This is an optimization exercise on Yosys and OpenROAD, whose aim is small area, a short achievable clock period and few clock cycles per item, not a production implementation. At most, simulation tests tie the RTL to the original design; equivalence was not proved.

==> v22 <==
==> flow/design.v <==
`timescale 1ns / 1ps
module fsm#(parameter max_size = 16, parameter bit_size = 16)
(
    input [bit_size-1:0] n,
    input [bit_size-1:0] dataIn,
    input R_I,
    input reset,
    input clk,
    output [bit_size * max_size - 1: 0] dataOut,
    output reg R_O
    );
reg [bit_size-1:0] c [0:max_size-1];
reg [4:0] rem;           
reg [bit_size-1:0] w;    
reg wv;                  
reg clr;                 
wire last = (rem == 5'd0);
wire take = R_I & ~last;
always @(posedge clk) begin
    w <= dataIn;
    clr <= reset;
    if (reset) begin
        rem <= n[4:0];
        wv <= 1'b0;
        R_O <= 1'b0;
    end else begin
        if (take)
            rem <= rem - 5'd1;
        wv <= take;
        R_O <= R_O | (wv & last);
    end
end
wire e = wv;
wire [bit_size-1:0] wn = ~w;
wire [max_size:0] gt;
assign gt[0] = 1'b0;
genvar k;
generate
    for (k = 0; k < max_size; k = k + 1) begin : g_row
        sort_gt u_gt (.an(wn), .b(c[k]), .gt(gt[k+1]));
        wire sh = e & gt[k];
        wire ld = e & gt[k+1] & ~gt[k];
        wire kp = ~clr & ~(e & gt[k+1]);
        wire [bit_size-1:0] d;
        if (k == 0) begin : g_top
            sort_sel0 u_sel (.ld(ld), .kp(kp), .din(w), .cur(c[k]), .d(d));
        end else begin : g_rest
            sort_sel u_sel (.sh(sh), .ld(ld), .kp(kp), .prev(c[k-1]), .din(w), .cur(c[k]), .d(d));
        end
        always @(posedge clk)
            c[k] <= d;
        assign dataOut[k*bit_size +: bit_size] = c[k];
    end
endgenerate
endmodule
module sort_gt
(
    input [15:0] an,
    input [15:0] b,
    output gt
    );
wire [15:0] g = ~(an | b);
wire [15:0] p = ~(an & b);
wire [7:0] g1, p1;
wire [3:0] g2, p2;
wire [1:0] g3, p3;
genvar i;
generate
    for (i = 0; i < 8; i = i + 1) begin : l1
        assign g1[i] = g[2*i+1] | p[2*i+1] & g[2*i];
        assign p1[i] = p[2*i+1] & p[2*i];
    end
    for (i = 0; i < 4; i = i + 1) begin : l2
        assign g2[i] = g1[2*i+1] | p1[2*i+1] & g1[2*i];
        assign p2[i] = p1[2*i+1] & p1[2*i];
    end
    for (i = 0; i < 2; i = i + 1) begin : l3
        assign g3[i] = g2[2*i+1] | p2[2*i+1] & g2[2*i];
        assign p3[i] = p2[2*i+1] & p2[2*i];
    end
endgenerate
assign gt = g3[1] | p3[1] & g3[0];
endmodule
module sort_sel
(
    input sh,
    input ld,
    input kp,
    input [15:0] prev,
    input [15:0] din,
    input [15:0] cur,
    output [15:0] d
    );
assign d = ({16{sh}} & prev) | ({16{ld}} & din) | ({16{kp}} & cur);
endmodule
module sort_sel0
(
    input ld,
    input kp,
    input [15:0] din,
    input [15:0] cur,
    output [15:0] d
    );
assign d = ({16{ld}} & din) | ({16{kp}} & cur);
endmodule
==> flow/flow/run.sh <==
#!/bin/bash
set -euo pipefail
ARGS=()
while IFS= read -r line; do
  [[ -n "$line" && "$line" != \#* ]] && ARGS+=("$line")
done < flow/args.txt
bash standard.sh "${ARGS[@]}" finish > standard.log 2>&1
==> flow/flow/args.txt <==
BUFFER_PORTS_ARGS=-buffer_cell sky130_fd_sc_hd__buf_1
SETUP_SLACK_MARGIN=6.85
CTS_CLUSTER_SIZE=30
CTS_CLUSTER_DIAMETER=150
==> flow/standard.sh <==
#!/bin/bash
# synth_recipe.tcl (not shown) runs the flow's synth.tcl, then flattens the netlist and writes it again
# the make line also repeats each setting of config.mk as NAME=value (left out here)
make -C /OpenROAD-flow-scripts/flow DESIGN_CONFIG=/design/flow/config.mk WORK_HOME=/design/flow/orfs CLKGATE_MAP_FILE= SYNTH_SCRIPT=/design/flow/synth_recipe.tcl "${@:-finish}"
==> flow/config.mk <==
export PLATFORM = sky130hd
export DESIGN_NAME = fsm
export DESIGN_NICKNAME = fsm
export VERILOG_FILES = /design/flow/design.v
export SDC_FILE = /design/flow/constraint.sdc
export NUM_CORES = 4
export LEC_CHECK = 0
export CAP_MARGIN = 20
export CORE_MARGIN = 2
export CORE_UTILIZATION = 50
export SLEW_MARGIN = 20
export SYNTH_HIERARCHICAL = 1
==> flow/constraint.sdc <==
create_clock -name core_clock -period 10.0 [get_ports {clk}]
set_input_delay 2.0000 -clock core_clock [delete_from_list [all_inputs] [get_ports {clk}]]
set_output_delay 2.0000 -clock core_clock [all_outputs]
set_load 0.01 [all_outputs]
==> v35 (differences from v22) <==
--- a/flow/design.v
+++ b/flow/design.v
@@ -13,3 +13,3 @@
 reg [4:0] rem;           
-reg [bit_size-1:0] w;    
+reg [bit_size-1:0] wn;   
 reg wv;                  
@@ -19,3 +19,3 @@
 always @(posedge clk) begin
-    w <= dataIn;
+    wn <= (take & ~reset) ? ~dataIn : {bit_size{1'b1}};
     clr <= reset;
@@ -32,4 +32,3 @@
 end
-wire e = wv;
-wire [bit_size-1:0] wn = ~w;
+wire [bit_size-1:0] w = ~wn;
 wire [max_size:0] gt;
@@ -40,5 +39,5 @@
         sort_gt u_gt (.an(wn), .b(c[k]), .gt(gt[k+1]));
-        wire sh = e & gt[k];
-        wire ld = e & gt[k+1] & ~gt[k];
-        wire kp = ~clr & ~(e & gt[k+1]);
+        wire sh = gt[k];
+        wire ld = gt[k+1] & ~gt[k];
+        wire kp = ~clr & ~gt[k+1];
         wire [bit_size-1:0] d;
@@ -61,23 +60,11 @@
     );
-wire [15:0] g = ~(an | b);
-wire [15:0] p = ~(an & b);
-wire [7:0] g1, p1;
-wire [3:0] g2, p2;
-wire [1:0] g3, p3;
-genvar i;
-generate
-    for (i = 0; i < 8; i = i + 1) begin : l1
-        assign g1[i] = g[2*i+1] | p[2*i+1] & g[2*i];
-        assign p1[i] = p[2*i+1] & p[2*i];
-    end
-    for (i = 0; i < 4; i = i + 1) begin : l2
-        assign g2[i] = g1[2*i+1] | p1[2*i+1] & g1[2*i];
-        assign p2[i] = p1[2*i+1] & p1[2*i];
-    end
-    for (i = 0; i < 2; i = i + 1) begin : l3
-        assign g3[i] = g2[2*i+1] | p2[2*i+1] & g2[2*i];
-        assign p3[i] = p2[2*i+1] & p2[2*i];
-    end
-endgenerate
-assign gt = g3[1] | p3[1] & g3[0];
+wire [15:0] a = ~an;
+reg cy;
+integer j;
+always @* begin
+    cy = 1'b0;
+    for (j = 0; j < 16; j = j + 1)
+        cy = (a[j] & ~b[j]) | ((a[j] | ~b[j]) & cy);
+end
+assign gt = cy;
 endmodule
==> flow/flow/args.txt (replaced) <==
BUFFER_PORTS_ARGS=-buffer_cell sky130_fd_sc_hd__buf_1
SETUP_SLACK_MARGIN=6.85
--- a/flow/config.mk
+++ b/flow/config.mk
@@ -9,3 +9,5 @@
 export CORE_MARGIN = 2
-export CORE_UTILIZATION = 50
+export CORE_UTILIZATION = 45
+export CTS_CLUSTER_DIAMETER = 100
+export CTS_CLUSTER_SIZE = 20
 export SLEW_MARGIN = 20
==> notes <==
Critical path depth is the same in v35 and v22. Global-route usage: v35 is lower than v22 (3.4 points). Count of clock-buffer cells in the layout: v35 is higher than v22 (4). In v22 the wire length is higher than in v35, by 1.5%. Utilization: v35 is lower than v22 (8.6 points).
Testbench counts of v35, summed over its fixed seeds: cycles 8,032, items 6,496.
For v22, only the layout was checked, not whether the RTL still works.

what the ideal ports hide:
In the flow no input, the clock included, has a driving cell. The finished layouts below were timed again as built, in two steps. Step 1 assumes that a clkbuf_16 drives the clock port and a buf_2 every other input. Step 2 moves the port delays by t, midway between the first and last clock arrival at a register: inputs arrive t later, outputs are due t later. That takes back most of the time a late clock gives input paths. Three values: ideal, step 1, step 2; two values: the first two.
run | t (ns) | setup slack, ns | hold WS [ns] | latest minus earliest clock arrival (ns)
v22 | 0.550 | 6.859 / 6.810 / 6.932 | 0.509 / 0.509 / 0.509 | 0.029 / 0.029
v35 | 0.546 | 6.867 / 6.815 / 6.776 | 0.470 / 0.470 / 0.470 | 0.011 / 0.012
After both steps setup and hold are still met in every run listed. For v35, which loses most, drivers alone change the setup slack by -0.052 ns; drivers and shift together by -0.091 ns.
